This is an optimization exercise on Yosys and OpenROAD, whose aim is a short achievable clock period and few clock cycles, not a production implementation. The RTL was checked by simulation tests, not by an equivalence proof against the original design. Power and IR drop assume default switching activity.

`flow/constraint.sdc`:
```
create_clock -name core_clock -period 12.0 [get_ports {clk}]
set_input_delay 2.4000 -clock core_clock [delete_from_list [all_inputs] [get_ports {clk}]]
set_output_delay 2.4000 -clock core_clock [all_outputs]
set_load 0.01 [all_outputs]
```
`flow/flow/run.sh`:
```
#!/bin/bash
# Standard layout (standard synthesis unchanged), with repair_timing asked to
# leave extra setup slack so that the achieved period (12 ns less slack) is
# pushed down. make's full output goes to standard_make.log.
set -euo pipefail
bash standard.sh SETUP_SLACK_MARGIN=8.6 finish > standard_make.log 2>&1
```
`flow/design.v`:
```
`timescale 1ns / 1ps
module ks_add #(
    parameter int W = 32
) (
    input  logic [W-1:0] a,
    input  logic [W-1:0] b,
    input  logic         cin,
    output logic [W-1:0] s,
    output logic         cout
);
    localparam int L = 5;   
    logic [L:0][W-1:0] g;
    logic [L:0][W-1:0] p;
    logic [W-1:0] x;
    assign x = a ^ b;
    always_comb begin
        g[0] = a & b;
        p[0] = x;
        g[0][0] = (a[0] & b[0]) | (x[0] & cin);
        for (int l = 0; l < L; l++) begin
            for (int i = 0; i < W; i++) begin
                if (i >= (1 << l)) begin
                    g[l+1][i] = g[l][i] | (p[l][i] & g[l][i-(1<<l)]);
                    p[l+1][i] = p[l][i] & p[l][i-(1<<l)];
                end else begin
                    g[l+1][i] = g[l][i];
                    p[l+1][i] = p[l][i];
                end
            end
        end
    end
    assign s = x ^ {g[L][W-2:0], cin};
    assign cout = g[L][W-1];
endmodule
`timescale 1ns / 1ps
module RV32I_Core (
    input  logic        clk,
    input  logic        reset,
    input  logic [31:0] instrCode,
    output logic [31:0] instrMemAddr,
    output logic        dataWe,
    output logic [31:0] dataAddr,
    output logic [31:0] dataWData,
    input  logic [31:0] dataRData,
    output logic        transfer,
    input  logic        ready
);
    localparam int NB = 4;   
    localparam int NQ = 3;   
    logic [31:0] pc;
    logic [NB-1:0] b_valid;
    logic [31:2] b_pc[NB];
    logic [31:0] b_tgt[NB];
    logic [1:0] b_ptr;
    logic        bw_v, bw_inv;
    logic [NB-1:0] bw_invVec;
    logic [31:2] bw_pc;
    logic [31:0] bw_tgt;
    logic        d_valid, d_hit;
    logic [31:0] d_instr, d_pc;
    logic [NB-1:0] d_hitVec;
    logic        e_wen, e_load, e_mem, e_store, e_jalr;
    logic [ 4:0] e_rd;
    logic [31:0] e_opA, e_opB, e_sdata, e_alt;
    logic [ 3:0] e_shA;
    logic [ 7:0] e_shB;
    logic        e_sAdd, e_sSub, e_sSll, e_sSr, e_sSra, e_sSlt, e_sSltu;
    logic        e_sXor, e_sOr, e_sAnd, e_sAlt;
    logic        e_rEq, e_rNe, e_rLt, e_rGe, e_rLtu, e_rGeu;
    logic        w_wen;
    logic [ 4:0] w_rd;
    logic [31:0] w_result;
    logic [NQ-1:0] q_v;
    logic [NQ-1:0] q_we, q_ld;
    logic [ 4:0] q_rd[NQ];
    logic [31:0] q_addr[NQ];
    logic [31:0] q_wdata[NQ];
    logic [ 1:0] q_cnt;
    logic        w2_wen;
    logic [ 4:0] w2_rd;
    logic [31:0] w2_data;
    logic [31:0] rf[1:31];
    assign instrMemAddr = pc;
    logic [NB-1:0] bHitVec;
    logic [31:0] bTgt;
    always_comb begin
        bTgt = '0;
        for (int i = 0; i < NB; i++) begin
            bHitVec[i] = b_valid[i] & (b_pc[i] == pc[31:2]);
            bTgt = bTgt | ({32{bHitVec[i]}} & b_tgt[i]);
        end
    end
    wire bHit = |bHitVec;
    wire [31:0] pcNext4 = {pc[31:2] + 30'd1, pc[1:0]};
    wire [6:0] op = d_instr[6:0];
    wire [2:0] f3 = d_instr[14:12];
    wire       f7b5 = d_instr[30];
    wire [4:0] rs1 = d_instr[19:15];
    wire [4:0] rs2 = d_instr[24:20];
    wire [4:0] rd = d_instr[11:7];
    wire isR = (op == 7'b0110011);
    wire isI = (op == 7'b0010011);
    wire isL = (op == 7'b0000011);
    wire isS = (op == 7'b0100011);
    wire isB = (op == 7'b1100011);
    wire isLUI = (op == 7'b0110111);
    wire isAUIPC = (op == 7'b0010111);
    wire isJAL = (op == 7'b1101111);
    wire isJALR = (op == 7'b1100111);
    wire useRs1 = isR | isI | isL | isS | isB | isJALR;
    wire useRs2 = isR | isS | isB;
    wire rdNZ = (rd != 5'd0);
    wire dWen = (isR | isI | isLUI | isAUIPC | isJAL | isJALR) & rdNZ;
    wire dLdw = isL & rdNZ;
    wire dMem = isL | isS;
    wire [31:0] immI = {{20{d_instr[31]}}, d_instr[31:20]};
    wire [31:0] immS = {{20{d_instr[31]}}, d_instr[31:25], d_instr[11:7]};
    wire [31:0] immB = {{20{d_instr[31]}}, d_instr[7], d_instr[30:25], d_instr[11:8], 1'b0};
    wire [31:0] immJ = {{12{d_instr[31]}}, d_instr[19:12], d_instr[20], d_instr[30:21], 1'b0};
    wire [31:0] immU = {d_instr[31:12], 12'b0};
    logic [31:0] tgtB, tgtJ;
    logic [31:12] auiHi;
    ks_add #(32) u_tgtB (.a(d_pc), .b(immB), .cin(1'b0), .s(tgtB), .cout());
    ks_add #(32) u_tgtJ (.a(d_pc), .b(immJ), .cin(1'b0), .s(tgtJ), .cout());
    ks_add #(20) u_auipc (.a(d_pc[31:12]), .b(d_instr[31:12]), .cin(1'b0), .s(auiHi), .cout());
    wire [31:0] pc4 = {d_pc[31:2] + 30'd1, d_pc[1:0]};
    wire predT = isB & d_instr[31];
    wire wantT = isJAL | predT;
    wire redirectD = d_valid & (wantT ^ d_hit);
    wire [31:0] targetD = isJAL ? tgtJ : predT ? tgtB : pc4;
    logic [31:0] sum, diff;
    logic        noBorrow;
    ks_add #(32) u_sum (.a(e_opA), .b(e_opB), .cin(1'b0), .s(sum), .cout());
    ks_add #(32) u_diff (.a(e_opA), .b(~e_opB), .cin(1'b1), .s(diff), .cout(noBorrow));
    wire ltu = ~noBorrow;
    wire lt = ltu ^ e_opA[31] ^ e_opB[31];
    wire eq = (e_opA == e_opB);
    logic [31:0] sr1, sr2, sl1, sl2;
    wire fill = e_sSra & e_opA[31];
    always_comb begin
        for (int i = 0; i < 32; i++) begin
            sr1[i] = 1'b0;
            sl1[i] = 1'b0;
            for (int k = 0; k < 4; k++) begin
                sr1[i] = sr1[i] | (e_shA[k] & ((i + k < 32) ? e_opA[(i+k)%32] : fill));
                sl1[i] = sl1[i] | (e_shA[k] & ((i >= k) ? e_opA[(i-k+32)%32] : 1'b0));
            end
        end
        for (int i = 0; i < 32; i++) begin
            sr2[i] = 1'b0;
            sl2[i] = 1'b0;
            for (int j = 0; j < 8; j++) begin
                sr2[i] = sr2[i] | (e_shB[j] & ((i + 4 * j < 32) ? sr1[(i+4*j)%32] : fill));
                sl2[i] = sl2[i] | (e_shB[j] & ((i >= 4 * j) ? sl1[(i-4*j+32)%32] : 1'b0));
            end
        end
    end
    wire [31:0] eResult =
        ({32{e_sAdd}} & sum) |
        ({32{e_sSub}} & diff) |
        ({32{e_sSll}} & sl2) |
        ({32{e_sSr}} & sr2) |
        ({32{e_sSlt}} & {31'b0, lt}) |
        ({32{e_sSltu}} & {31'b0, ltu}) |
        ({32{e_sXor}} & (e_opA ^ e_opB)) |
        ({32{e_sOr}} & (e_opA | e_opB)) |
        ({32{e_sAnd}} & (e_opA & e_opB)) |
        ({32{e_sAlt}} & e_alt);
    wire brRedirect = (e_rEq & eq) | (e_rNe & ~eq) | (e_rLt & lt) | (e_rGe & ~lt) |
                      (e_rLtu & ltu) | (e_rGeu & ~ltu);
    wire redirectE = e_jalr | brRedirect;
    wire [31:0] targetE = e_jalr ? {sum[31:1], 1'b0} : e_alt;
    assign transfer = q_v[0];
    assign dataWe = q_we[0];
    assign dataAddr = q_addr[0];
    assign dataWData = q_wdata[0];
    wire pop = q_v[0] & ready;
    wire e1 = e_wen & (e_rd == rs1);
    wire w1 = w_wen & (w_rd == rs1);
    wire l1 = w2_wen & (w2_rd == rs1);
    wire e2 = e_wen & (e_rd == rs2);
    wire w2 = w_wen & (w_rd == rs2);
    wire l2 = w2_wen & (w2_rd == rs2);
    wire [31:0] rf1 = (rs1 == 5'd0) ? 32'd0 : rf[rs1];
    wire [31:0] rf2 = (rs2 == 5'd0) ? 32'd0 : rf[rs2];
    wire [31:0] v1o = w1 ? w_result : l1 ? w2_data : rf1;
    wire [31:0] v2o = w2 ? w_result : l2 ? w2_data : rf2;
    wire [31:0] v1 = e1 ? eResult : v1o;
    wire [31:0] v2 = e2 ? eResult : v2o;
    logic p1, p2, pd;
    always_comb begin
        p1 = e_load & (e_rd == rs1);
        p2 = e_load & (e_rd == rs2);
        pd = e_load & (e_rd == rd);
        for (int k = 0; k < NQ; k++) begin
            p1 = p1 | (q_v[k] & q_ld[k] & (q_rd[k] == rs1));
            p2 = p2 | (q_v[k] & q_ld[k] & (q_rd[k] == rs2));
            pd = pd | (q_v[k] & q_ld[k] & (q_rd[k] == rd));
        end
    end
    wire qFull = (q_cnt == 2'd3) | ((q_cnt == 2'd2) & e_mem);
    wire hazard = d_valid & ((useRs1 & p1) | (useRs2 & p2) | ((dWen | dLdw) & pd) |
                             (dMem & qFull));
    wire goE = d_valid & ~hazard & ~redirectE;
    wire bImm = isI | isL | isS | isJALR;
    wire [31:0] imm = isS ? immS : immI;
    wire [31:0] opB = bImm ? imm : v2;
    wire [31:0] pcNext = redirectE ? targetE :
                         hazard ? pc : redirectD ? targetD : bHit ? bTgt : pcNext4;
    always_ff @(posedge clk, posedge reset) begin
        if (reset) begin
            pc <= 32'd0;
            d_valid <= 1'b0;
        end else begin
            pc <= pcNext;
            d_valid <= ~redirectE & (hazard ? d_valid : ~redirectD);
        end
    end
    wire takeD = ~hazard;
    always_ff @(posedge clk) begin
        d_instr <= ({32{takeD}} & instrCode) | ({32{~takeD}} & d_instr);
        d_pc <= ({32{takeD}} & pc) | ({32{~takeD}} & d_pc);
        d_hit <= (takeD & bHit) | (~takeD & d_hit);
        d_hitVec <= ({NB{takeD}} & bHitVec) | ({NB{~takeD}} & d_hitVec);
    end
    always_ff @(posedge clk, posedge reset) begin
        if (reset) begin
            bw_v <= 1'b0;
            bw_inv <= 1'b0;
            b_valid <= '0;
            b_ptr <= '0;
        end else begin
            bw_v <= redirectD & ~hazard & wantT;
            bw_inv <= redirectD & ~hazard & d_hit;
            b_valid <= (b_valid & ~(bw_inv ? bw_invVec : '0)) |
                       (bw_v ? (NB'(1) << b_ptr) : '0);
            if (bw_v) b_ptr <= b_ptr + 1'b1;
        end
    end
    always_ff @(posedge clk) begin
        bw_invVec <= d_hitVec;
        bw_pc <= d_pc[31:2];
        bw_tgt <= targetD;
        for (int i = 0; i < NB; i++) begin
            if (bw_v && b_ptr == i) begin
                b_pc[i] <= bw_pc;
                b_tgt[i] <= bw_tgt;
            end
        end
    end
    always_ff @(posedge clk, posedge reset) begin
        if (reset) begin
            e_wen <= 1'b0;
            e_load <= 1'b0;
            e_mem <= 1'b0;
            e_jalr <= 1'b0;
            e_rEq <= 1'b0;
            e_rNe <= 1'b0;
            e_rLt <= 1'b0;
            e_rGe <= 1'b0;
            e_rLtu <= 1'b0;
            e_rGeu <= 1'b0;
        end else begin
            e_wen <= goE & dWen;
            e_load <= goE & dLdw;
            e_mem <= goE & dMem;
            e_jalr <= goE & isJALR;
            e_rEq <= goE & isB & ((f3 == 3'b000) & ~predT | (f3 == 3'b001) & predT);
            e_rNe <= goE & isB & ((f3 == 3'b001) & ~predT | (f3 == 3'b000) & predT);
            e_rLt <= goE & isB & ((f3 == 3'b100) & ~predT | (f3 == 3'b101) & predT);
            e_rGe <= goE & isB & ((f3 == 3'b101) & ~predT | (f3 == 3'b100) & predT);
            e_rLtu <= goE & isB & ((f3 == 3'b110) & ~predT | (f3 == 3'b111) & predT);
            e_rGeu <= goE & isB & ((f3 == 3'b111) & ~predT | (f3 == 3'b110) & predT);
        end
    end
    always_ff @(posedge clk) begin
        e_store <= isS;
        e_rd <= rd;
        e_opA <= v1;
        e_opB <= opB;
        e_sdata <= v2;
        for (int k = 0; k < 4; k++) e_shA[k] <= (opB[1:0] == k);
        for (int j = 0; j < 8; j++) e_shB[j] <= (opB[4:2] == j);
        e_alt <= isB ? (predT ? pc4 : tgtB) :
                 isLUI ? immU : isAUIPC ? {auiHi, d_pc[11:0]} : pc4;
        e_sAdd <= ((isR | isI) & f3 == 3'b000 & ~(isR & f7b5)) | isL | isS;
        e_sSub <= isR & f3 == 3'b000 & f7b5;
        e_sSll <= (isR | isI) & f3 == 3'b001;
        e_sSr <= (isR | isI) & f3 == 3'b101;
        e_sSra <= (isR | isI) & f3 == 3'b101 & f7b5;
        e_sSlt <= (isR | isI) & f3 == 3'b010;
        e_sSltu <= (isR | isI) & f3 == 3'b011;
        e_sXor <= (isR | isI) & f3 == 3'b100;
        e_sOr <= (isR | isI) & f3 == 3'b110;
        e_sAnd <= (isR | isI) & f3 == 3'b111;
        e_sAlt <= isLUI | isAUIPC | isJAL | isJALR;
    end
    always_ff @(posedge clk, posedge reset) begin
        if (reset) w_wen <= 1'b0;
        else w_wen <= e_wen;
    end
    always_ff @(posedge clk) begin
        w_rd <= e_rd;
        w_result <= eResult;
    end
    logic [NQ-1:0] bv, take, nv;
    always_comb begin
        for (int k = 0; k < NQ; k++) begin
            bv[k] = pop ? ((k + 1 < NQ) ? q_v[(k+1)%NQ] : 1'b0) : q_v[k];
            take[k] = e_mem & ~bv[k] & ((k == 0) ? 1'b1 : bv[(k+NQ-1)%NQ]);
            nv[k] = bv[k] | take[k];
        end
    end
    always_ff @(posedge clk, posedge reset) begin
        if (reset) begin
            q_v <= '0;
            q_cnt <= '0;
            w2_wen <= 1'b0;
        end else begin
            q_v <= nv;
            q_cnt <= q_cnt + {1'b0, e_mem} - {1'b0, pop};
            w2_wen <= pop & q_ld[0];
        end
    end
    always_ff @(posedge clk) begin
        for (int k = 0; k < NQ; k++) begin
            logic sh, tk, hd;
            sh = pop & ((k + 1 < NQ) ? q_v[(k+1)%NQ] : 1'b0);
            tk = take[k];
            hd = ~sh & ~tk;
            q_we[k] <= (sh & ((k + 1 < NQ) ? q_we[(k+1)%NQ] : 1'b0)) | (tk & e_store) | (hd & q_we[k]);
            q_ld[k] <= (sh & ((k + 1 < NQ) ? q_ld[(k+1)%NQ] : 1'b0)) | (tk & e_load) | (hd & q_ld[k]);
            q_rd[k] <= ({5{sh}} & ((k + 1 < NQ) ? q_rd[(k+1)%NQ] : 5'd0)) | ({5{tk}} & e_rd) |
                       ({5{hd}} & q_rd[k]);
            q_addr[k] <= ({32{sh}} & ((k + 1 < NQ) ? q_addr[(k+1)%NQ] : 32'd0)) | ({32{tk}} & sum) |
                         ({32{hd}} & q_addr[k]);
            q_wdata[k] <= ({32{sh}} & ((k + 1 < NQ) ? q_wdata[(k+1)%NQ] : 32'd0)) |
                          ({32{tk}} & e_sdata) | ({32{hd}} & q_wdata[k]);
        end
        w2_rd <= q_rd[0];
        w2_data <= dataRData;
    end
    always_ff @(posedge clk) begin
        for (int i = 1; i < 32; i++) begin
            logic a2, a1;
            a2 = w2_wen & (w2_rd == i);
            a1 = w_wen & (w_rd == i);
            rf[i] <= ({32{a2}} & w2_data) | ({32{a1 & ~a2}} & w_result) |
                     ({32{~a1 & ~a2}} & rf[i]);
        end
    end
endmodule
```
`flow/config.mk`:
```
export PLATFORM = sky130hd
export DESIGN_NAME = RV32I_Core
export DESIGN_NICKNAME = RV32I_Core
export VERILOG_FILES = /design/flow/design.v
export SDC_FILE = /design/flow/constraint.sdc
export NUM_CORES = 4
export LEC_CHECK = 0
export ABC_CLOCK_PERIOD_IN_PS = 3000
export CAP_MARGIN = 20
export CORE_MARGIN = 2
export CORE_UTILIZATION = 65
export SLEW_MARGIN = 20
```
`flow/standard.sh`:
```
#!/bin/bash
# synth_recipe.tcl (not shown) runs the flow's synth.tcl, then flattens the netlist and writes it again
# the make line also repeats each setting of config.mk as NAME=value (left out here)
make -C /OpenROAD-flow-scripts/flow DESIGN_CONFIG=/design/flow/config.mk WORK_HOME=/design/flow/orfs CLKGATE_MAP_FILE= SYNTH_SCRIPT=/design/flow/synth_recipe.tcl "${@:-finish}"
```
==> results of run 1 <==
==> worst min path at each step <==
stage,slack (ns),from,to
4_1_cts,0.35,flop,bw_invVec[1]
3_5_place_dp,0.33,flop,bw_invVec[0]
3_3_place_gp,0.32,flop,bw_invVec[1]
2_1_floorplan,0.32,flop,bw_invVec[0]
==> layer usage <==
| layer | overflow | global-route usage |
|---|---|---|
| met1 | 1 | 0.7956 |
| met2 | 74 | 0.8940 |
| met3 | 6 | 0.5985 |
| met4 | 73 | 0.6986 |
| met5 | 0 | 0.3371 |
==> kinds of logic after synthesis <==
logic type	share of synthesized area
mux	0.1106
xor+xnor	0.03207
fa+ha+maj	0.02095
compound gates	0.2256
simple gates	0.1383
buf+inv	0.05125
flops	0.4212
==> synthesized netlist by cell type (55+ instances only) <==
master / number
and3_1: 62
a221oi_1: 93
mux2i_1: 1038
buf_1: 202
a211oi_1: 55
clkbuf_1: 776
dfxtp_1: 1431
nand2_1: 1321
nor3_1: 123
buf_2: 128
xnor2_1: 241
dfrtp_1: 58
nor4_1: 61
nor2_1: 830
inv_1: 165
ha_1: 158
edfxtp_1: 388
o21ai_0: 740
a22o_1: 60
a21o_1: 59
a22oi_1: 972
a222oi_1: 111
nand3_1: 158
a21oi_1: 862
nand4_1: 252
xor2_1: 122
==> metrics by stage <==
step	total power [uW]	cells	cell area, sq um	hold slack (ns)
floorplan	9182	11270	99230	0.3233
global placement	10440	12600	101700	0.3238
detailed placement	10500	12600	101800	0.3269
CTS	17540	13270	114600	0.3544
==> power groups by stage <==
| stage | logic, uW | clock network, uW | registers (uW) |
|---|---|---|---|
| global placement | 2820 | 0 | 7620 |
| detailed placement | 2860 | 0 | 7640 |
| CTS | 3740 | 6420 | 7380 |
| floorplan | 1940 | 0 | 7240 |
==> timing repair <==
action | in CTS
cloned | 24
setup buffers | 300
hold buffers | 0
resized for setup | 1265
pin swaps | 133
endpoints found under the setup margin | 586
==> flow_metrics.py, run 1 <==
metrics = {
    "placement": {
        "gp_congestion": 1.069,
        "port_buffers": 164,
        "pre_cts_ws_ns": 6.631,
        "dp_hpwl_mm": 292.5,
    },
    "cts": {
        "htree_levels": 4,
        "cts_buffer_depth": 3,
        "cts_buffers": 187,
        "root_buffer": "clkbuf_16",
        "cts.sinks": 1877,
    },
    "synthesis": {
        "yosys.area.top_type_share": 0.2890,
        "syn_inst": 11270,
        "ys_ff_latch": 1877,
        "synthTopCellsByArea": "dfxtp_1 29%, edfxtp_1 12%, mux2i_1 10%",
        "synthesis.nets": 11500,
        "synth_cell_types": 102,
        "synth_area_per_cell_sq_um": 8.796,
        "ys_async_sr_fraction": 0.03090,
        "ys_warn_count": 41,
        "synth_area_leader_cell": "dfxtp_1",
        "syn_area_sq_um": 99130,
        "synth-main-ff-cell": "dfxtp_1",
        "synth_edf_count": 388,
        "ys_seq_area_frac": 0.4212,
    },
    "timing": {
        "worstEndpointGrtRepair": "instrMemAddr[25]",
        "worst-ep-kind": "top-level output",
    },
    "status": {
        "tool.error": "[ERROR GRT-0232] Routing congestion too high. Check the congestion heatmap in the GUI.",
        "haltStage": "global routing",
        "status": "stopped before the end",
    },
    "floorplanning": {
        "num_rows": 143,
        "die_h_microns": 394.5,
        "die_w_microns": 394.5,
        "ios": 165,
        "start_util": 0.6533,
    },
    "grt": {
        "grt.overflow.total": 154,
        "grt_max_degree": 72,
        "gr-usage-all-layers": 0.7547,
    },
}
Testbench counts, summed over its fixed seeds: cycles 38,967.
==> run 2: changes to the inputs <==
--- a/flow/design.v
+++ b/flow/design.v
@@ -52,21 +52,39 @@
     logic [31:2] b_pc[NB];
     logic [31:0] b_tgt[NB];
     logic [1:0] b_ptr;
-    logic        bw_v, bw_inv;
+    logic        bw_v, bw_inv, be_v, be_inv;
+    logic [NB-1:0] be_invVec;
+    logic [31:2] be_pc;
+    logic [31:0] be_tgt;
     logic [NB-1:0] bw_invVec;
     logic [31:2] bw_pc;
     logic [31:0] bw_tgt;
     logic        d_valid, d_hit;
     logic [31:0] d_instr, d_pc;
     logic [NB-1:0] d_hitVec;
-    logic        e_wen, e_load, e_mem, e_store, e_jalr;
+    logic        e_store, e_kill;
+    logic        e_wen_q, e_load_q, e_mem_q, e_jalr_q, e_fwdNT_q, e_fwdHit_q;
+    logic        e_rEq_q, e_rNe_q, e_rLt_q, e_rGe_q, e_rLtu_q, e_rGeu_q;
+    wire         e_wen = e_wen_q & ~e_kill;
+    wire         e_load = e_load_q & ~e_kill;
+    wire         e_mem = e_mem_q & ~e_kill;
+    wire         e_jalr = e_jalr_q & ~e_kill;
+    wire         e_fwdNT = e_fwdNT_q & ~e_kill;
+    wire         e_fwdHit = e_fwdHit_q & ~e_kill;
+    logic [31:2] e_pcw;
+    logic [NB-1:0] e_hitVec;
     logic [ 4:0] e_rd;
     logic [31:0] e_opA, e_opB, e_sdata, e_alt;
     logic [ 3:0] e_shA;
     logic [ 7:0] e_shB;
     logic        e_sAdd, e_sSub, e_sSll, e_sSr, e_sSra, e_sSlt, e_sSltu;
     logic        e_sXor, e_sOr, e_sAnd, e_sAlt;
-    logic        e_rEq, e_rNe, e_rLt, e_rGe, e_rLtu, e_rGeu;
+    wire         e_rEq = e_rEq_q & ~e_kill;
+    wire         e_rNe = e_rNe_q & ~e_kill;
+    wire         e_rLt = e_rLt_q & ~e_kill;
+    wire         e_rGe = e_rGe_q & ~e_kill;
+    wire         e_rLtu = e_rLtu_q & ~e_kill;
+    wire         e_rGeu = e_rGeu_q & ~e_kill;
     logic        w_wen;
     logic [ 4:0] w_rd;
     logic [31:0] w_result;
@@ -124,7 +142,7 @@
     ks_add #(32) u_tgtJ (.a(d_pc), .b(immJ), .cin(1'b0), .s(tgtJ), .cout());
     ks_add #(20) u_auipc (.a(d_pc[31:12]), .b(d_instr[31:12]), .cin(1'b0), .s(auiHi), .cout());
     wire [31:0] pc4 = {d_pc[31:2] + 30'd1, d_pc[1:0]};
-    wire predT = isB & d_instr[31];
+    wire predT = isB & (d_instr[31] | d_hit);
     wire wantT = isJAL | predT;
     wire redirectD = d_valid & (wantT ^ d_hit);
     wire [31:0] targetD = isJAL ? tgtJ : predT ? tgtB : pc4;
@@ -201,18 +219,20 @@
     wire qFull = (q_cnt == 2'd3) | ((q_cnt == 2'd2) & e_mem);
     wire hazard = d_valid & ((useRs1 & p1) | (useRs2 & p2) | ((dWen | dLdw) & pd) |
                              (dMem & qFull));
-    wire goE = d_valid & ~hazard & ~redirectE;
+    wire goD = d_valid & ~hazard;
     wire bImm = isI | isL | isS | isJALR;
     wire [31:0] imm = isS ? immS : immI;
     wire [31:0] opB = bImm ? imm : v2;
     wire [31:0] pcNext = redirectE ? targetE :
                          hazard ? pc : redirectD ? targetD : bHit ? bTgt : pcNext4;
+    always_ff @(posedge clk) begin
+        pc <= reset ? 32'd0 : pcNext;
+        q_v <= reset ? '0 : nv;
+    end
     always_ff @(posedge clk, posedge reset) begin
         if (reset) begin
-            pc <= 32'd0;
             d_valid <= 1'b0;
         end else begin
-            pc <= pcNext;
             d_valid <= ~redirectE & (hazard ? d_valid : ~redirectD);
         end
     end
@@ -227,54 +247,69 @@
         if (reset) begin
             bw_v <= 1'b0;
             bw_inv <= 1'b0;
+            be_v <= 1'b0;
+            be_inv <= 1'b0;
             b_valid <= '0;
             b_ptr <= '0;
         end else begin
             bw_v <= redirectD & ~hazard & wantT;
             bw_inv <= redirectD & ~hazard & d_hit;
-            b_valid <= (b_valid & ~(bw_inv ? bw_invVec : '0)) |
-                       (bw_v ? (NB'(1) << b_ptr) : '0);
-            if (bw_v) b_ptr <= b_ptr + 1'b1;
+            be_v <= (e_rEq | e_rNe | e_rLt | e_rGe | e_rLtu | e_rGeu) & e_fwdNT & brRedirect;
+            be_inv <= e_fwdHit & brRedirect;
+            b_valid <= (b_valid & ~(bw_inv ? bw_invVec : '0) & ~(be_inv ? be_invVec : '0)) |
+                       ((bw_v | be_v) ? (NB'(1) << b_ptr) : '0);
+            if (bw_v | be_v) b_ptr <= b_ptr + 1'b1;
         end
     end
     always_ff @(posedge clk) begin
         bw_invVec <= d_hitVec;
+        be_invVec <= e_hitVec;
+        be_pc <= e_pcw;
+        be_tgt <= e_alt;
         bw_pc <= d_pc[31:2];
         bw_tgt <= targetD;
         for (int i = 0; i < NB; i++) begin
-            if (bw_v && b_ptr == i) begin
-                b_pc[i] <= bw_pc;
-                b_tgt[i] <= bw_tgt;
+            if ((bw_v | be_v) && b_ptr == i) begin
+                b_pc[i] <= be_v ? be_pc : bw_pc;
+                b_tgt[i] <= be_v ? be_tgt : bw_tgt;
             end
         end
     end
     always_ff @(posedge clk, posedge reset) begin
         if (reset) begin
-            e_wen <= 1'b0;
-            e_load <= 1'b0;
-            e_mem <= 1'b0;
-            e_jalr <= 1'b0;
-            e_rEq <= 1'b0;
-            e_rNe <= 1'b0;
-            e_rLt <= 1'b0;
-            e_rGe <= 1'b0;
-            e_rLtu <= 1'b0;
-            e_rGeu <= 1'b0;
+            e_kill <= 1'b0;
+            e_wen_q <= 1'b0;
+            e_load_q <= 1'b0;
+            e_mem_q <= 1'b0;
+            e_jalr_q <= 1'b0;
+            e_fwdNT_q <= 1'b0;
+            e_fwdHit_q <= 1'b0;
+            e_rEq_q <= 1'b0;
+            e_rNe_q <= 1'b0;
+            e_rLt_q <= 1'b0;
+            e_rGe_q <= 1'b0;
+            e_rLtu_q <= 1'b0;
+            e_rGeu_q <= 1'b0;
         end else begin
-            e_wen <= goE & dWen;
-            e_load <= goE & dLdw;
-            e_mem <= goE & dMem;
-            e_jalr <= goE & isJALR;
-            e_rEq <= goE & isB & ((f3 == 3'b000) & ~predT | (f3 == 3'b001) & predT);
-            e_rNe <= goE & isB & ((f3 == 3'b001) & ~predT | (f3 == 3'b000) & predT);
-            e_rLt <= goE & isB & ((f3 == 3'b100) & ~predT | (f3 == 3'b101) & predT);
-            e_rGe <= goE & isB & ((f3 == 3'b101) & ~predT | (f3 == 3'b100) & predT);
-            e_rLtu <= goE & isB & ((f3 == 3'b110) & ~predT | (f3 == 3'b111) & predT);
-            e_rGeu <= goE & isB & ((f3 == 3'b111) & ~predT | (f3 == 3'b110) & predT);
+            e_kill <= redirectE;
+            e_wen_q <= goD & dWen;
+            e_load_q <= goD & dLdw;
+            e_mem_q <= goD & dMem;
+            e_jalr_q <= goD & isJALR;
+            e_fwdNT_q <= goD & isB & ~d_instr[31] & ~d_hit;
+            e_fwdHit_q <= goD & isB & ~d_instr[31] & d_hit;
+            e_rEq_q <= goD & isB & ((f3 == 3'b000) & ~predT | (f3 == 3'b001) & predT);
+            e_rNe_q <= goD & isB & ((f3 == 3'b001) & ~predT | (f3 == 3'b000) & predT);
+            e_rLt_q <= goD & isB & ((f3 == 3'b100) & ~predT | (f3 == 3'b101) & predT);
+            e_rGe_q <= goD & isB & ((f3 == 3'b101) & ~predT | (f3 == 3'b100) & predT);
+            e_rLtu_q <= goD & isB & ((f3 == 3'b110) & ~predT | (f3 == 3'b111) & predT);
+            e_rGeu_q <= goD & isB & ((f3 == 3'b111) & ~predT | (f3 == 3'b110) & predT);
         end
     end
     always_ff @(posedge clk) begin
         e_store <= isS;
+        e_pcw <= d_pc[31:2];
+        e_hitVec <= d_hitVec;
         e_rd <= rd;
         e_opA <= v1;
         e_opB <= opB;
@@ -313,11 +348,9 @@
     end
     always_ff @(posedge clk, posedge reset) begin
         if (reset) begin
-            q_v <= '0;
             q_cnt <= '0;
             w2_wen <= 1'b0;
         end else begin
-            q_v <= nv;
             q_cnt <= q_cnt + {1'b0, e_mem} - {1'b0, pop};
             w2_wen <= pop & q_ld[0];
         end
==> flow/flow/run.sh (replaced) <==
#!/bin/bash
# Standard layout (standard synthesis unchanged), with repair_timing asked to
# leave extra setup slack so that the achieved period (12 ns less slack) is
# pushed down. make's full output goes to standard_make.log.
set -euo pipefail
bash standard.sh SETUP_SLACK_MARGIN=8.2 finish > standard_make.log 2>&1
--- a/flow/config.mk
+++ b/flow/config.mk
@@ -8,5 +8,8 @@
 export ABC_CLOCK_PERIOD_IN_PS = 3000
 export CAP_MARGIN = 20
 export CORE_MARGIN = 2
-export CORE_UTILIZATION = 65
+export CORE_UTILIZATION = 35
+export CTS_CLUSTER_DIAMETER = 100
+export CTS_CLUSTER_SIZE = 25
+export PLACE_DENSITY = 0.5
 export SLEW_MARGIN = 20
==> run 2 against run 1 <==
Now clean on timing, DRC and antenna. Synthesized cell count up 1.8%. Area after synthesis rose by 1.9%.
==> flow_metrics.py, run 2 <==
metrics = {
    "timing": {
        "drv_slew": 0,
        "worst_pin_slew_ns": 1.319,
        "rsz0062_at_grt": "true",
        "fin_skew_ns": 0.1095,
        "max_freq_mhz": 251.4,
        "setup_viol": 0,
        "tns_ns": 0,
        "fin_crit_ns": 3.978,
        "finalHoldViolCount": 0,
        "relSlewSlack": 0.1205,
        "fin_crit_sh": 0.3315,
    },
    "pwr": {
        "ir_drop_mv": 0.1248,
        "power.leakage_uw": 0.04597,
        "powerDensity_nw_per_um2": 108.4,
    },
    "cts": {
        "cts.sinks": 1948,
        "cts_tree": "yes",
        "root_buffer": "clkbuf_16",
        "htree_levels": 3,
        "insertion_delay_ns": 0.97,
        "cts_buffers": 111,
        "cts_buffer_depth": 4,
        "path_clk_slew_ns": 0.10,
        "holdBufCountCts": 0,
    },
    "floorplanning": {
        "die_w_microns": 541.1,
        "num_rows": 197,
        "die_h_microns": 541.1,
        "dieArea_sq_um": 292800,
        "coreArea_sq_um": 287700,
        "start_util": 0.3511,
        "ios": 165,
    },
    "finish": {
        "largest_reg_flops": 992,
        "final-instance-count-excl-fill": 15210,
        "final_cell_mix": "1375 x dfxtp_1, 1277 x nand2_1, 1072 x a22oi_1",
        "drive_above_1_share": 0.1544,
        "final_common_cell": "dfxtp_1",
        "max_flop_register": "rf",
        "fin_nets": 11570,
        "reg_top3": "rf: 992 flops, b_tgt: 128 flops, b_pc: 120 flops",
        "area_growth_pct": 16.15,
    },
    "worst_setup_path": {
        "critPathCaptureType": "primary output",
        "start_kind": "flop",
        "cp_max_fo": 3,
        "crit_path_cell_trace": "buf_6",
        "critPathRequiredTime_ns": 9.60,
        "cp_top_family": "flip-flops",
        "critPathBufInv": 1,
        "cp_slowest_cell": "dfxtp_4",
        "crit_path_max_incr_delay_ns": 0.47,
        "arrival_ns": 1.58,
        "crit_type": "flop to primary output",
    },
    "grt": {
        "antenna_found_initial": 22,
        "grt_max_degree": 75,
        "grt.overflow.total": 0,
        "grt_pass1_wl_mm": 771.6,
        "gr-usage-met2": 0.5393,
        "grtUsageMet1": 0.4692,
        "grt-busiest-layer": "met2",
        "met3_usage": 0.1222,
        "grt_pass1_vias": 92310,
        "gr-usage-all-layers": 0.3727,
    },
    "route": {
        "vias": 101400,
        "ant_nets": 0,
        "via_per_inst": 6.667,
        "first_iter_violations": 18570,
        "wl_per_cell_microns": 37.87,
        "firstDrtPassIters": 15,
        "drt-total-wl_mm": 576.1,
        "drcViolationCount": 0,
    },
    "synthesis": {
        "synth_edf_count": 388,
        "syn_inst": 11470,
        "synthTopCellsByArea": "dfxtp_1 30%, edfxtp_1 12%, mux2i_1 9.9%",
        "ys_top_cells_by_count": "1532 x dfxtp_1, 1312 x nand2_1, 1075 x a22oi_1",
        "synth_area_leader_cell": "dfxtp_1",
        "ys_seq_area_frac": 0.4260,
        "synthesis.nets": 11700,
        "synth-main-ff-cell": "dfxtp_1",
        "ys_ff_latch": 1948,
        "ys_warn_count": 41,
        "synth_area_per_cell_sq_um": 8.806,
        "syn_area_sq_um": 101000,
        "yosys.area.top_type_share": 0.3037,
        "synth_cell_types": 120,
        "ys_async_sr_fraction": 0.01437,
        "synthMostInstantiatedCell": "dfxtp_1",
    },
    "worst_hold_path": {
        "min_path_type": "flop to flop",
    },
    "status": {
        "status": "timing/DRC/antenna clean",
    },
    "placement": {
        "post-place-cells": 14640,
        "port_buffers": 164,
        "dp_hpwl_mm": 351.9,
        "gp_congestion": 1.011,
    },
    "flow_run": {
        "drv_cap": 0,
    },
}
[run 2: layout make-up]
class | count | area, sq um
Fill cell | 28370 | 170400
Multi-Input combinational cell | 8233 | 56510
Inverter | 172 | 671.9
Tap cell | 3781 | 4731
Antenna cell | 20 | 50.05
Clock inverter | 48 | 663.1
Timing Repair Buffer | 869 | 8307
Sequential cell | 1948 | 43340
Clock buffer | 141 | 3027
[run 2: metrics by stage]
step | setup WS [ns] | cell area [sq um] | total power, uW | utilization | hold WS, ns
global route | 7.993 | 117200 | 12980 | 0.4076 | 0.3571
CTS | 8.008 | 114600 | 12600 | 0.3984 | 0.3502
finish | 8.022 | 117300 | 12720 | 0.4078 | 0.3460
detailed placement | 6.262 | 106600 | 8053 | 0.3706 | 0.3269
global placement | 6.344 | 106500 | 8045 | 0.3703 | 0.3265
floorplan | 7.630 | 101000 | 7539 | - | 0.3233
[run 2: logic make-up (layout without fill, tap and decap cells)]
family          after synthesis  in the layout  synth area share
simple gates               3171           3177            0.1401
fa+ha+maj                   163            163           0.02057
compound gates             3436           3436            0.2213
other cells                   0             20                 0
flops                      1948           1948            0.4260
mux                        1095           1095            0.1098
xor+xnor                    362            362           0.03147
buf+inv                    1293           1230           0.05065
[run 2: worst paths after layout]
check,from,endpoint,slack (ns),cells after the start
worst max register to register,flop,e_opB[6],8.03,15
max in group asynchronous,reset,e_kill,9.17,4
worst max-delay path,pc[17],instrMemAddr[17],8.02,1
worst min register to register,e_pcw[10],be_pc[10],0.35,0
min in group asynchronous,reset,e_rLtu_q,2.27,4
worst min-delay path,e_pcw[10],be_pc[10],0.35,0
[run 2: power by group]
| group | total, uW | internal, uW | switching [uW] | leakage (uW) |
|---|---|---|---|---|
| Combinational | 1270 | 423 | 848 | 0.0276 |
| Sequential | 6880 | 6750 | 122 | 0.0166 |
| Clock | 4570 | 1930 | 2650 | 0.00178 |
| Total | 12700 | 9100 | 3620 | 0.0460 |
[run 2: what timing repair did]
item,CTS,global route
pin swaps,80,80
buffers inserted,228,110
resized for setup,1072,315
setup endpoints to repair,531,316
gates cloned,15,7
[run 2: metal layers]
metal	up-vias	share of wire
met1	48880	0.38
met4	25	0.088
met3	2478	0.13
met2	8405	0.41
met5	-	0.0013
li1	41630	-
Testbench counts of run 2, summed over its fixed seeds: cycles 38,227.
==> run 3: changes to the inputs <==
==> flow/flow/run.sh (replaced) <==
#!/bin/bash
# Standard layout (standard synthesis unchanged), with repair_timing asked to
# leave extra setup slack so that the achieved period (12 ns less slack) is
# pushed down. make's full output goes to standard_make.log.
set -euo pipefail
bash standard.sh SETUP_SLACK_MARGIN=8.1 finish > standard_make.log 2>&1
--- a/flow/config.mk
+++ b/flow/config.mk
@@ -8,8 +8,8 @@
 export ABC_CLOCK_PERIOD_IN_PS = 3000
 export CAP_MARGIN = 20
 export CORE_MARGIN = 2
-export CORE_UTILIZATION = 35
+export CORE_UTILIZATION = 30
 export CTS_CLUSTER_DIAMETER = 100
 export CTS_CLUSTER_SIZE = 25
-export PLACE_DENSITY = 0.5
+export PLACE_DENSITY = 0.45
 export SLEW_MARGIN = 20
==> run 3 against run 2 <==
Clock skew rose by 0.0018 ns. Via count fell by 0.92%. Hold slack improved by 0.0045 ns. Core utilization fell by 6.2 points. Largest cell class unchanged. Largest power group unchanged.
==> flow_metrics.py, run 3 <==
metrics = {
    "cts": {
        "insertion_delay_ns": 0.96,
        "cts.sinks": 1948,
        "cts_buffer_depth": 4,
        "cts_buffers": 108,
        "path_clk_slew_ns": 0.10,
        "cts_tree": "yes",
        "htree_levels": 3,
        "root_buffer": "clkbuf_16",
    },
    "synthesis": {
        "ys_warn_count": 41,
        "synth-compound-area-share": 0.2213,
        "ys_async_sr_fraction": 0.01437,
        "synth-main-ff-cell": "dfxtp_1",
        "yosys.area.top_type_share": 0.3037,
        "synth_mux_area_frac": 0.1098,
        "synthTopCellsByArea": "dfxtp_1 30%, edfxtp_1 12%, mux2i_1 9.9%",
        "synth_cell_types": 120,
        "synth_fa_ha_area_frac": 0.02057,
        "synth_area_leader_cell": "dfxtp_1",
        "synth-simple-area-share": 0.1401,
        "syn_area_sq_um": 101000,
        "synth_area_per_cell_sq_um": 8.806,
        "synth_edf_count": 388,
        "ys_seq_area_frac": 0.4260,
        "ys_top_cells_by_count": "1532 x dfxtp_1, 1312 x nand2_1, 1075 x a22oi_1",
        "synthXorXnorAreaFrac": 0.03147,
        "syn_inst": 11470,
        "synthMostInstantiatedCell": "dfxtp_1",
        "synthesis.nets": 11700,
        "synth_top_family_by_area": "compound AO/OA/AOI/OAI gates",
        "ys_ff_latch": 1948,
    },
    "floorplanning": {
        "num_rows": 213,
        "die_h_microns": 584.2,
        "ios": 165,
        "dieArea_sq_um": 341300,
        "start_util": 0.3007,
        "coreArea_sq_um": 335800,
        "die_w_microns": 584.2,
    },
    "worst_hold_path": {
        "min_path_type": "flop to flop",
        "min_path_cells": 0,
    },
    "worst_setup_path": {
        "reg2reg_slack_ns": 7.91,
        "crit_type": "flop to flop",
        "crit_path_max_incr_delay_ns": 0.63,
        "critPathRequiredTime_ns": 12.80,
        "cp_top_family": "simple AND/OR/NAND/NOR gates",
        "start_kind": "flop",
        "crit_path_cell_trace": "buf_6 -> or3b_2 -> nor2_4 -> buf_4 -> buf_6 -> a22oi_1 -> nand4_1 -> or3_1 -> nor4_2 -> nor3_2 -> a21oi_1 -> nor2_1 -> a21oi_1 -> o21ai_0",
        "critical_path_depth": 14,
        "critPathBufInv": 3,
        "cp_max_fo": 23,
        "critPathCaptureType": "flop",
        "reg2reg_depth": 14,
        "arrival_ns": 4.89,
        "cp_slowest_cell": "or3b_2",
    },
    "placement": {
        "place_area_sq_um": 107600,
        "pre_cts_ws_ns": 6.227,
        "gp_congestion": 0.9741,
        "dp_hpwl_mm": 372.7,
        "port_buffers": 164,
    },
    "route": {
        "via_per_inst": 6.384,
        "ant_nets": 0,
        "drcViolationCount": 0,
        "firstDrtPassIters": 13,
        "first_iter_violations": 17680,
        "wl_per_cell_microns": 37.80,
        "vias": 100500,
        "drt-total-wl_mm": 595.1,
    },
    "timing": {
        "hold_ws_ns": 0.3505,
        "relSlewSlack": 0.1416,
        "rsz0062_at_grt": "true",
        "finalHoldViolCount": 0,
        "max_freq_mhz": 244.8,
        "fin_skew_ns": 0.1113,
        "tns_ns": 0,
        "fin_crit_ns": 4.085,
        "worst_pin_slew_ns": 1.288,
        "fin_ws_ns": 7.915,
        "setup_viol": 0,
        "fin_crit_sh": 0.3404,
        "drv_slew": 0,
    },
    "finish": {
        "fill_cells": 34290,
        "fin_nets": 11460,
        "drive_above_1_share": 0.1395,
        "final_area_sq_um": 116000,
        "max_flop_register": "rf",
        "final_cell_mix": "1382 x dfxtp_1, 1280 x nand2_1, 1073 x a22oi_1",
        "reg_top3": "rf: 992 flops, b_tgt: 128 flops, b_pc: 120 flops",
        "final_common_cell": "dfxtp_1",
        "largest_reg_flops": 992,
        "area_growth_pct": 14.83,
    },
    "grt": {
        "grt_max_degree": 74,
        "grt.overflow.total": 0,
        "antenna_found_initial": 33,
        "grt_pass1_vias": 91450,
        "gr-usage-all-layers": 0.3327,
        "grt_pass1_wl_mm": 794.7,
    },
    "pwr": {
        "power.leakage_uw": 0.04503,
        "ir_drop_mv": 0.1376,
        "powerDensity_nw_per_um2": 108.8,
        "total_power_uw": 12620,
    },
    "status": {
        "status": "timing/DRC/antenna clean",
    },
    "flow_run": {
        "drv_cap": 0,
    },
}
## run 3: cell count changes in the layout (fill, tap and decap cells not counted), moves of 7 or more
cell	change
a21oi_1	+7
xnor2_4	-8
buf_4	-53
buf_6	-54
dfxtp_1	+7
clkdlybuf4s15_2	+21
buf_2	+18
inv_1	+8
clkbuf_16	-10
buf_12	-19
xnor2_1	+12
## run 3: cells by family (layout without fill, tap and decap cells)
| kind of cell | count (synthesis) | after routing |
|---|---|---|
| flops | 1948 | 1948 |
| compound gates | 3436 | 3436 |
| fa+ha+maj | 163 | 163 |
| simple gates | 3171 | 3174 |
| other cells | 0 | 23 |
| buf+inv | 1293 | 1133 |
| xor+xnor | 362 | 362 |
| mux | 1095 | 1095 |
## run 3: final cells by class
type                            count  area [sq um]  share of cell area
Multi-Input combinational cell   8230         55780              0.4810
Sequential cell                  1948         43320              0.3736
Timing Repair Buffer              772          7039             0.06071
Tap cell                         4407          5514             0.04755
Clock buffer                      138          2879             0.02483
Clock inverter                     51         709.4            0.006118
Inverter                          172         655.6            0.005654
Antenna cell                       23         57.56           0.0004964
## run 3: layer usage
layer / global-route usage / wire length (microns) / up-vias
met5: 0.005324 / 532 / -
met4: 0.1886 / 44480 / 36
met1: 0.4303 / 234000 / 48940
li1: - / - / 41450
met2: 0.4894 / 245200 / 7870
met3: 0.1000 / 70870 / 2188
## run 3: power breakdown
group	switching, uW	total (uW)	internal, uW
sequential	124	6880	6750
clock	2610	4520	1910
combinational	833	1220	390
total	3560	12600	9060
## run 3: timing repair
action                     in CTS  in global routing
gates cloned                   12                  3
resized for setup             923                195
pin swaps                      59                 50
hold buffers                    0                  0
setup buffers                 169                 58
setup endpoints to repair     441                216
## run 3: metrics by stage
stage,cells,utilization
floorplan,11470,-
global placement,15280,0.3200
detailed placement,15290,0.3204
CTS,15660,0.3411
global route,15720,0.3452
finish,15740,0.3453
## run 3: final timing paths
check | startpoint | to
max | flop | e_opA[9]
min | flop | e_hitVec[2]
max reg2reg | flop | e_opA[9]
min reg2reg | flop | e_hitVec[2]
max in group asynchronous | reset | e_kill
min in group asynchronous | reset | b_valid[3]

[re-timing with driven ports]
The flow's constraints put no driver on any port. The routed layouts listed below were extracted and timed again, unchanged, in two steps.
Step 1 (the two cells are an assumption about what drives the block):
set clk [get_ports {clk}]
set_driving_cell -lib_cell sky130_fd_sc_hd__clkbuf_16 $clk
set_driving_cell -lib_cell sky130_fd_sc_hd__buf_2 [delete_from_list [all_inputs] $clk]
Step 2 adds t to the input delays and takes it off the output delays; t is the mean of the earliest and latest rising clock arrival at the registers after step 1. Input paths then give back, and output paths get back, about the clock's delay inside the block.
a / b / c = no drivers / after step 1 / after step 2; a / b = the first two.
run | t, ns | slack for setup (ns) | worst setup path after step 2 | clock arrival spread, ns | worst register clock-pin slew, ns
run 2 | 1.026 | 8.022 / 7.916 / 7.466 | input to register | 0.119 / 0.119 | 0.12 / 0.12
run 3 | 1.010 | 7.915 / 7.915 / 7.197 | input to register | 0.122 / 0.122 | 0.12 / 0.12
After both steps every run listed still meets setup and hold. For run 3, which loses most, drivers alone change the setup slack by 0.000 ns; drivers and shift together by -0.718 ns.
